From an optimization exercise on the open Yosys and OpenROAD flow, aimed at small area and a short achievable clock period; shortcuts taken in it are not production practice. The RTL was checked by simulation tests, not by an equivalence proof against the original design. Power figures rest on the tool's default switching activity, not on a simulated workload.

[run.sh]
#!/bin/bash
# synth_recipe.tcl (not shown) runs the flow's synth.tcl, then flattens the netlist and writes it again
# the make line also repeats each setting of config.mk as NAME=value (left out here)
make -C /OpenROAD-flow-scripts/flow DESIGN_CONFIG=/design/flow/config.mk WORK_HOME=/design/flow/orfs CLKGATE_MAP_FILE= SYNTH_SCRIPT=/design/flow/synth_recipe.tcl finish
[config.mk]
export PLATFORM = sky130hd
export DESIGN_NAME = memory_driver
export DESIGN_NICKNAME = memory_driver
export VERILOG_FILES = /design/flow/design.v
export SDC_FILE = /design/flow/constraint.sdc
export NUM_CORES = 4
export LEC_CHECK = 0
export CAP_MARGIN = 20
export CORE_MARGIN = 2
export CORE_UTILIZATION = 62
export CTS_CLUSTER_DIAMETER = 80
export CTS_CLUSTER_SIZE = 25
export SETUP_SLACK_MARGIN = 2.7
export SLEW_MARGIN = 20
export SYNTH_HIERARCHICAL = 1
export SYNTH_MINIMUM_KEEP_SIZE = 0
[constraint.sdc]
create_clock -name core_clock -period 5.0 [get_ports {clk}]
set_input_delay 1.0000 -clock core_clock [delete_from_list [all_inputs] [get_ports {clk}]]
set_output_delay 1.0000 -clock core_clock [all_outputs]
set_load 0.01 [all_outputs]
[design.v]
module memory_driver
    (
        input                               clk                 ,
        input                               rst                 ,
        input          [32      -1:0]       concatenated        ,
        input                               wr_en               ,
        input                               rd_en               ,
        output reg     [32      -1:0]       concatenated_out    ,
        output reg                          empty               ,
        output reg                          full
    );
    reg [2047:0] fifo_ram;           
    reg [6:0]    fifo_counter;       
    reg          wr_last;            
    reg          rd_last;            
    reg [5:0]    wr_pointer;         
    reg [63:0]   rd_sel;             
    reg [31:0]   stage_data;
    reg [63:0]   row_we;             
    reg          stage_bypass;       
    reg          one;                
    reg          almost;             
    wire rd_ok = rd_en & ~empty;
    wire wr_ok = wr_en & (~full | rd_en);
    integer i;
    always @(posedge clk) begin
        stage_data <= concatenated;
        for (i = 0; i < 64; i = i + 1)
            if (row_we[i])
                fifo_ram[32*i +: 32] <= stage_data;
    end
    wire [31:0] read_data;
    genvar b;
    generate
        for (b = 0; b < 32; b = b + 1) begin : g_bit
            wire [63:0] column;
            genvar r;
            for (r = 0; r < 64; r = r + 1) begin : g_row
                assign column[r] = fifo_ram[32*r + b];
            end
            read_or64 u_or (.d(column), .s(rd_sel),
                            .e(stage_data[b]), .es(stage_bypass),
                            .y(read_data[b]));
        end
    endgenerate
    always @(posedge clk) begin
        if (rst)
            concatenated_out <= 32'd0;
        else if (rd_ok)
            concatenated_out <= read_data;
    end
    wire [6:0] count = wr_last ? (rd_last ? fifo_counter : fifo_counter + 7'd1)
                               : (rd_last ? fifo_counter - 7'd1 : fifo_counter);
    wire       two        = (count == 7'd2);
    wire       sixty_two  = (count == 7'd62);
    wire [63:0] rd_row      = rd_sel | (row_we & {64{stage_bypass}});
    wire [63:0] rd_row_next = rd_ok ? {rd_row[62:0], rd_row[63]} : rd_row;
    wire        bypass_next = wr_en & (empty | (one & rd_en));
    always @(posedge clk) begin
        if (rst) begin
            fifo_counter <= 7'd0;
            wr_last      <= 1'b0;
            rd_last      <= 1'b0;
            wr_pointer   <= 6'd0;
            rd_sel       <= 64'd1;
            row_we       <= 64'd0;
            stage_bypass <= 1'b0;
            empty        <= 1'b1;
            full         <= 1'b0;
            one          <= 1'b0;
            almost       <= 1'b0;
        end else begin
            fifo_counter <= count;
            wr_last      <= wr_ok;
            rd_last      <= rd_ok;
            if (wr_ok) wr_pointer <= wr_pointer + 6'd1;
            rd_sel       <= bypass_next ? 64'd0 : rd_row_next;
            for (i = 0; i < 64; i = i + 1)
                row_we[i] <= wr_ok & (wr_pointer == i);
            stage_bypass <= bypass_next;
            empty  <= (empty & ~wr_en) | (one & rd_en & ~wr_en);
            full   <= (full & ~(rd_en & ~wr_en)) | (almost & wr_en & ~rd_en);
            one    <= wr_ok ? (rd_ok ? one    : empty)
                            : (rd_ok ? two    : one);
            almost <= wr_ok ? (rd_ok ? almost : sixty_two)
                            : (rd_ok ? full   : almost);
        end
    end
endmodule
module read_or64
    (
        input  [63:0] d,
        input  [63:0] s,
        input         e,
        input         es,
        output        y
    );
    wire [22:0] n;
    genvar g;
    generate
        for (g = 0; g < 21; g = g + 1) begin : g_aoi3
            aoi222 u (.a(d[3*g +: 3]), .b(s[3*g +: 3]), .y(n[g]));
        end
    endgenerate
    nand2 u21 (.a({d[63], s[63]}), .y(n[21]));
    nand2 u22 (.a({e, es}), .y(n[22]));
    wire [5:0] p;
    nand4 u_p0 (.a(n[3:0]),   .y(p[0]));
    nand4 u_p1 (.a(n[7:4]),   .y(p[1]));
    nand4 u_p2 (.a(n[11:8]),  .y(p[2]));
    nand4 u_p3 (.a(n[15:12]), .y(p[3]));
    nand4 u_p4 (.a(n[19:16]), .y(p[4]));
    nand3 u_p5 (.a(n[22:20]), .y(p[5]));
    wire [2:0] q;
    nor2 u_q0 (.a(p[1:0]), .y(q[0]));
    nor2 u_q1 (.a(p[3:2]), .y(q[1]));
    nor2 u_q2 (.a(p[5:4]), .y(q[2]));
    nand3 u_y (.a(q), .y(y));
endmodule
module aoi222 (input [2:0] a, input [2:0] b, output y);
    assign y = ~((a[0] & b[0]) | (a[1] & b[1]) | (a[2] & b[2]));
endmodule
module nand4 (input [3:0] a, output y);
    assign y = ~&a;
endmodule
module nand3 (input [2:0] a, output y);
    assign y = ~&a;
endmodule
module nand2 (input [1:0] a, output y);
    assign y = ~&a;
endmodule
module nor2 (input [1:0] a, output y);
    assign y = ~|a;
endmodule
==> results of run 1 <==
==> metrics by stage <==
| step | area (sq um) | util | power (mW) | setup WS (ns) | hold WS [ns] |
|---|---|---|---|---|---|
| 6_report | 85980 | 0.6874 | 31.08 | 2.452 | 0.4625 |
| 5_1_grt | 85970 | 0.6873 | 31.86 | 2.478 | 0.4753 |
| 4_1_cts | 85670 | 0.6849 | 31.15 | 2.583 | 0.4610 |
| 3_5_place_dp | 81650 | 0.6528 | 21.82 | 1.542 | 0.4522 |
| 3_3_place_gp | 81620 | 0.6525 | 21.79 | 1.608 | 0.4535 |
| 2_1_floorplan | 77900 | - | 21.42 | 2.874 | 0.4805 |
==> flip-flops by register name, indices dropped and copies added, names as in the netlist <==
signal and count:
stage_bypass 1, wr_pointer 6, almost 1, stage_data 32, rd_last 1, fifo_ram 2048, rd_sel 64, concatenated_out 32
empty 1, wr_last 1, row_we 64, fifo_counter 7, full 1, one 1
==> routing by layer <==
| layer | vias up | part of all wire | wire length [um] |
|---|---|---|---|
| met1 | 22560 | 0.36 | 81980 |
| met4 | 6 | 0.037 | 8419 |
| li1 | 18086 | - | - |
| met5 | - | 0.00016 | 37 |
| met2 | 3404 | 0.47 | 105600 |
| met3 | 369 | 0.13 | 29720 |
==> per-module statistics from Yosys, one instance, submodules excluded, excerpt <==
| module | flip-flops and latches | copies in the design |
|---|---|---|
| nor2 | 0 | 96 |
| nand4 | 0 | 160 |
| nand3 | 0 | 64 |
| nand2 | 0 | 64 |
| memory_driver | 2260 | 1 |
| aoi222 | 0 | 672 |
==> cell usage in the layout (no fill, tap or decap), drive strengths merged, types with 3 or more instances in the layout <==
cell type | synthesis | layout
nor3 | 3 | 3
clkinv | 0 | 5
a21oi | 40 | 40
nor4b | 3 | 3
mux2i | 3 | 3
clkbuf | 37 | 168
inv | 9 | 21
nor2b | 7 | 7
edfxtp | 2048 | 2048
nand2 | 338 | 338
clkdlybuf4s50 | 0 | 33
a31oi | 63 | 63
xnor2 | 6 | 6
mux2 | 63 | 63
diode | 0 | 6
ha | 6 | 6
buf | 22 | 209
xor2 | 5 | 5
nor2 | 180 | 182
nand4 | 162 | 162
nand3 | 70 | 70
nand2b | 3 | 5
a222oi | 672 | 672
clkinvlp | 0 | 3
dfxtp | 212 | 212
==> layout make-up <==
type	count	area, sq um
Fill cell	7899	39100
Timing Repair Buffer	248	2265
Clock inverter	20	142.6
Tap cell	1650	2064
Inverter	9	33.78
Antenna cell	6	15.01
Clock buffer	165	2909
Multi-Input combinational cell	1655	12510
Sequential cell	2260	66040
==> report_power, final <==
group | switching, mW | internal [mW] | total [mW]
Clock | 5.58 | 4.06 | 9.65
Combinational | 0.551 | 0.174 | 0.725
Sequential | 0.115 | 20.6 | 20.7
Total | 6.25 | 24.8 | 31.1
==> critical path: stages (launching register included) <==
cell and delay (ns):
dfxtp_4 0.40, buf_12 0.17, a222oi_1 0.45, nand4_1 0.61, nor2_4 0.49, nand3_4 0.15, nand2_2 0.09, a21oi_2 0.05
==> path summary, 6_finish.rpt <==
| path | cells after the start | slack, ns | endpoint | start |
|---|---|---|---|---|
| setup / recovery | 7 | 2.45 | concatenated_out[9]$_SDFFE_PP0P_ | rd_sel[21]$_SDFF_PP0_ |
| hold / removal | 2 | 0.46 | concatenated_out[6]$_SDFFE_PP0P_ | concatenated_out[6]$_SDFFE_PP0P_ |
| setup reg to reg | 7 | 2.45 | concatenated_out[9]$_SDFFE_PP0P_ | rd_sel[21]$_SDFF_PP0_ |
| hold reg to reg | 2 | 0.46 | concatenated_out[6]$_SDFFE_PP0P_ | concatenated_out[6]$_SDFFE_PP0P_ |
==> cells by family after synthesis <==
logic type                 Yosys count  synth area share
DFF                               2260            0.8440
xor gates and xnor gates            11          0.001237
muxes                               66          0.009493
buffers and inverters               68          0.003518
AOI/OAI and AO/OA                  790           0.09559
adders and majority gates            6         0.0009637
and+or+nand+nor                    778           0.04522
==> repair_timing <==
action | in CTS | in global routing
setup endpoints to repair | 109 | 93
gates resized for setup | 397 | 51
buffers inserted | 26 | 8
pin swaps | 51 | 80
gates cloned | 7 | 1
hold endpoints to repair | 0 | 0
==> flow_summary.ini, run 1 <==
[synth]
synth-main-ff-cell = edfxtp_1
synth_area_leader_cell = edfxtp_1
synth_area_leaders = edfxtp_1, a222oi_1, dfxtp_1, nand2_1, nand4_1
synthTopCellsByCount = edfxtp_1, a222oi_1, nand2_1
synth_edf_count = 2048
yosysMostFrequentCell = edfxtp_1
yosysWarnings = 7
yosysSeqAreaShare = 0.8440
synthCells = 3979
avgSynthCellArea_sq_um = 19.58
netlist.area_leader.share = 0.7895
async_flop_share = 0
synthDistinctLibCells = 49
syn_nets = 4021
ys_ff_latch = 2260
netlist_area_sq_um = 77900

[cells_and_area]
fin_nets = 4319
drive_above_1_share = 0.1540
instances_no_fill = 6013
syn2layout_area_growth_pct = 10.38

[global_routing]
grt-busiest-layer = met2
grt_util_met1 = 0.5021
grt_usage = 0.3506
met3_usage = 0.07157
use_met2 = 0.5404
grt_pass1_vias = 42528
antenna_found_initial = 9
overflow = 0
grt_max_degree = 66
grt_pass1_wl_um = 313800

[floorplan]
core_sq_um = 125100
fp.dieH_um = 358.5
start_util = 0.6228
num_rows = 130
die_x_um = 358.5
die_area_sq_um = 128500
io-pin-count = 70

[placed_design]
dp_hpwl_um = 120500
gp_congestion = 0.8800
io_buffers = 69
dp.cells = 5780

[sta]
finalCritPeriodShare = 0.5096
finalSetupViolations = 0
timing.setup.tns_ns = 0
fin_worst_skew_ns = 0.02405
tightest_slew_ns = 1.205
slew_headroom = 0.1965
rsz0062_at_grt = yes
drv_slew = 0
hold_viol = 0
period_minus_slack_ns = 2.548
fmaxAchievable_mhz = 392.4

[power]
powerDensity_nw_per_um2 = 361.5
irDropWorstVdd_mv = 0.2900
p_leak_nw = 26.54

[clock_tree]
hold_buffers = 0
h-tree-depth = 3
clk_pin_slew_ns = 0.10
clockBufferDepth = 3
cts_tree = yes
cts_sinks = 2260
clkLatencyLatePin_ns = 0.76
cts_made_buffers = 103
cts-root-buf = clkbuf_16

[job]
max_cap_viol_count = 0

[critical_path]
crit_path_start_kind = flip-flop
crit_required_ns = 5.62
cp.arrival_ns = 3.17
end_kind = flip-flop
path_max_fanout = 7
critPathKind = flip-flop to flip-flop

[detailed_routing]
post_drt_via_cell_ratio = 7.388
vias = 44425
routed_wl_um = 225800
ant_nets = 0
drt_iter0_drc = 9405
wire_per_inst_um = 37.55
drt_pass1_iterations = 14
post-route-drc-count = 0

[min_path]
hold_class = flip-flop to flip-flop

[status]
status = timing/DRC/antenna clean
==> inputs of run 2 (changes only) <==
--- a/config.mk
+++ b/config.mk
@@ -9,3 +9,3 @@
 export CORE_MARGIN = 2
-export CORE_UTILIZATION = 62
+export CORE_UTILIZATION = 50
 export CTS_CLUSTER_DIAMETER = 80
==> run 2 against run 1 <==
Effect of this change: still clean; cell count is 7.2% higher; synthesized cell count unchanged; cell area grew 0.92%; area after synthesis unchanged; worst setup slack gained 0.21 ns; count of clock-buffer cells in the layout rose by 7; fmax grew 9.0%; register-to-register slack improved by 0.21 ns; critical endpoint unchanged; largest power group unchanged; highest routed layer unchanged.
==> flow_summary.ini, run 2 <==
[global_routing]
grt_pass1_vias = 41490
grt_usage = 0.2748
antenna_found_initial = 9
grt_pass1_wl_um = 308700
overflow = 0
grt_max_degree = 66

[sta]
rsz0062_at_grt = yes
finalSetupViolations = 0
fmaxAchievable_mhz = 427.9
fin_worst_skew_ns = 0.04628
hold_viol = 0
period_minus_slack_ns = 2.337
tightest_slew_ns = 1.160
worst_slack_ns = 2.663
finalCritPeriodShare = 0.4674
slew_headroom = 0.2263
timing.setup.tns_ns = 0
fin_hold_ws_ns = 0.4591
drv_slew = 0

[critical_path]
worst-path-stages = 7
end_kind = flip-flop
crit_chain = buf_6 -> a222oi_1 -> nand4_1 -> nor2_1 -> nand3_1 -> nand2_1 -> a21oi_1
crit_slowest_cell = dfxtp_2
timing.rr.start = rd_sel[39]$_SDFF_PP0_
crit_path_start_kind = flip-flop
cpPeakStageDelay_ns = 0.45
path_delay_family = simple AND/OR/NAND/NOR gates
cp.arrival_ns = 2.96
reg2reg_depth = 7
cp.buffers_inverters = 1
rrSetupSlack_ns = 2.66
critPathKind = flip-flop to flip-flop
crit_required_ns = 5.62
path_max_fanout = 22
r2r-end = concatenated_out[9]$_SDFFE_PP0P_

[cells_and_area]
ff_latch_area_sq_um = 66040
final_core_util = 0.5619
final_common_cell = edfxtp_1
top_register = fifo_ram
reg.largest.list = fifo_ram: 2048 flops, rd_sel: 64 flops, row_we: 64 flops
nFillCells = 11650
largest_reg_flops = 2048
syn2layout_area_growth_pct = 11.39
final_cell_mix = edfxtp_1, a222oi_1, nand2_1
instances_no_fill = 6445
fin_area_sq_um = 86770
drive_above_1_share = 0.1565
multiInputGateArea_sq_um = 12370
fin_nets = 4344

[detailed_routing]
wire_per_inst_um = 34.39
post_drt_via_cell_ratio = 6.813
post-route-drc-count = 0
routed_wl_um = 221700
vias = 43907
drt_iter0_drc = 7444
ant_nets = 0
drt_pass1_iterations = 14

[synth]
synthDistinctLibCells = 49
synth_area_leader_cell = edfxtp_1
yosysSeqAreaShare = 0.8440
netlist_area_sq_um = 77900
synth_edf_count = 2048
ys_ff_latch = 2260
synthTopCellsByCount = edfxtp_1, a222oi_1, nand2_1
yosysWarnings = 7
async_flop_share = 0
synthCells = 3979
synth-main-ff-cell = edfxtp_1
avgSynthCellArea_sq_um = 19.58
netlist.area_leader.share = 0.7895
yosysMostFrequentCell = edfxtp_1
syn_nets = 4021
synth_area_leaders = edfxtp_1, a222oi_1, dfxtp_1, nand2_1, nand4_1

[clock_tree]
clkLatencyLatePin_ns = 0.76
h-tree-depth = 3
cts_tree = yes
clk_pin_slew_ns = 0.09
clockBufferDepth = 3
cts_made_buffers = 106
cts_sinks = 2260
hold_buffers = 0
cts-root-buf = clkbuf_16

[placed_design]
place_ws_ns = 1.567
dp.cells = 6196
placedInstanceArea_sq_um = 82280
dp_hpwl_um = 123600
gp_congestion = 0.8399
io_buffers = 69

[power]
powerDensity_nw_per_um2 = 363.5
total_power_mw = 31.54
irDropWorstVdd_mv = 0.3898
p_leak_nw = 26.73

[job]
max_cap_viol_count = 0

[floorplan]
io-pin-count = 70
core_sq_um = 154400
num_rows = 144
die_area_sq_um = 159000
start_util = 0.5045
fp.dieH_um = 398.7
die_x_um = 398.7

[status]
status = timing/DRC/antenna clean

[min_path]
hold_class = flip-flop to flip-flop
worstHoldPathCells = 2
worstHoldEndpoint = concatenated_out[29]$_SDFFE_PP0P_
hp-start = concatenated_out[29]$_SDFFE_PP0P_
-- run 2: worst min-delay path, stage by stage, from the launching register on --
cell     delay, ns
dfxtp_2       0.33
nand2_1       0.05
a21oi_1       0.05
-- run 2: cells by family (layout without fill, tap and decap cells) --
family	Yosys count	count (layout)	synth area share
AND/OR/NAND/NOR	778	781	0.04522
flip-flops	2260	2260	0.8440
other	0	11	0
AO/OA/AOI/OAI	790	790	0.09559
adder cells (fa/ha/maj)	6	6	0.0009637
buffers and inverters	68	476	0.003518
multiplexers	66	66	0.009493
XOR/XNOR	11	11	0.001237
-- run 2: per-layer routing --
layer	vias to the layer above	GRT usage	share of wire
met2	2646	0.4279	0.47
li1	18139	-	-
met5	-	0	0.000059
met3	283	0.03661	0.10
met1	22837	0.3999	0.40
met4	2	0.1018	0.037
-- run 2: final cells by class --
type                    count  share of cell area
diodes                     11           0.0003172
clock buffers             172             0.03451
clock inverters            24            0.003576
inverters                   9           0.0003893
multi-input cells        1654              0.1426
flip-flops and latches   2260              0.7611
well taps                2044             0.02947
repair buffers            271             0.02805
-- run 2: power by group --
group | switching (mW) | internal, mW | leakage (nW)
Combinational | 0.469 | 0.168 | 4.93
Clock | 5.70 | 4.41 | 1.59
Sequential | 0.199 | 20.6 | 20.2
Total | 6.37 | 25.2 | 26.7
-- run 2: timing repair --
| item | 4_1_cts | 5_1_grt |
|---|---|---|
| pin swaps | 42 | 64 |
| hold endpoints to repair | 0 | 0 |
| endpoints found under the setup margin | 109 | 105 |
| buffers inserted | 14 | 23 |
| gates resized for setup | 348 | 74 |
| gates cloned | 2 | 2 |
-- run 2: worst max-delay path by stage --
stage	start	slack, ns	endpoint
floorplan	rd_en	2.87	rd_sel[10]$_SDFF_PP0_
global placement	rd_en	1.63	rd_sel[46]$_SDFF_PP0_
detailed placement	rd_en	1.57	rd_sel[45]$_SDFF_PP0_
CTS	concatenated_out[10]$_SDFFE_PP0P_	2.66	concatenated_out[10]
global route	rd_sel[7]$_SDFF_PP0_	2.57	concatenated_out[14]$_SDFFE_PP0P_
finish	rd_sel[39]$_SDFF_PP0_	2.66	concatenated_out[9]$_SDFFE_PP0P_
-- run 2: modules after synthesis, one instance, submodules excluded, a selection --
module	flip-flops and latches	times used	cell area, sq um	cells inside
memory_driver	2260	1	69250	2923
nor2	0	96	3.754	1
nand4	0	160	6.256	1
nand3	0	64	5.005	1
nand2	0	64	3.754	1
aoi222	0	672	10.01	1

-- what the ideal ports hide --
No port has a modelled driver above. Below, the same layouts with a new extraction and two added sets of constraints. Step 1: set_driving_cell puts a clkbuf_16 on clk and a buf_2 on each other input, an assumption about the parent block. Step 2, shift: input delay + t, output delay - t, t = (earliest + latest rising clock arrival at the registers) / 2. This alone moves slack from input paths to output paths. a / b / c = no drivers / after step 1 / after step 2; a / b = the first two.
run	t, ns	slack for setup (ns)	hold slack, ns	worst slew at a driven data input, ns	pins driven straight from the clock port
run 1	0.835	2.452 / 2.452 / 1.907	0.462 / 0.462 / 0.462	0.12	1
run 2	0.828	2.663 / 2.616 / 1.939	0.459 / 0.459 / 0.459	0.09	1
After both steps every run listed still meets setup and hold. The setup slack of run 2, which loses most, moves by -0.047 ns with the drivers and by -0.724 ns with both steps.
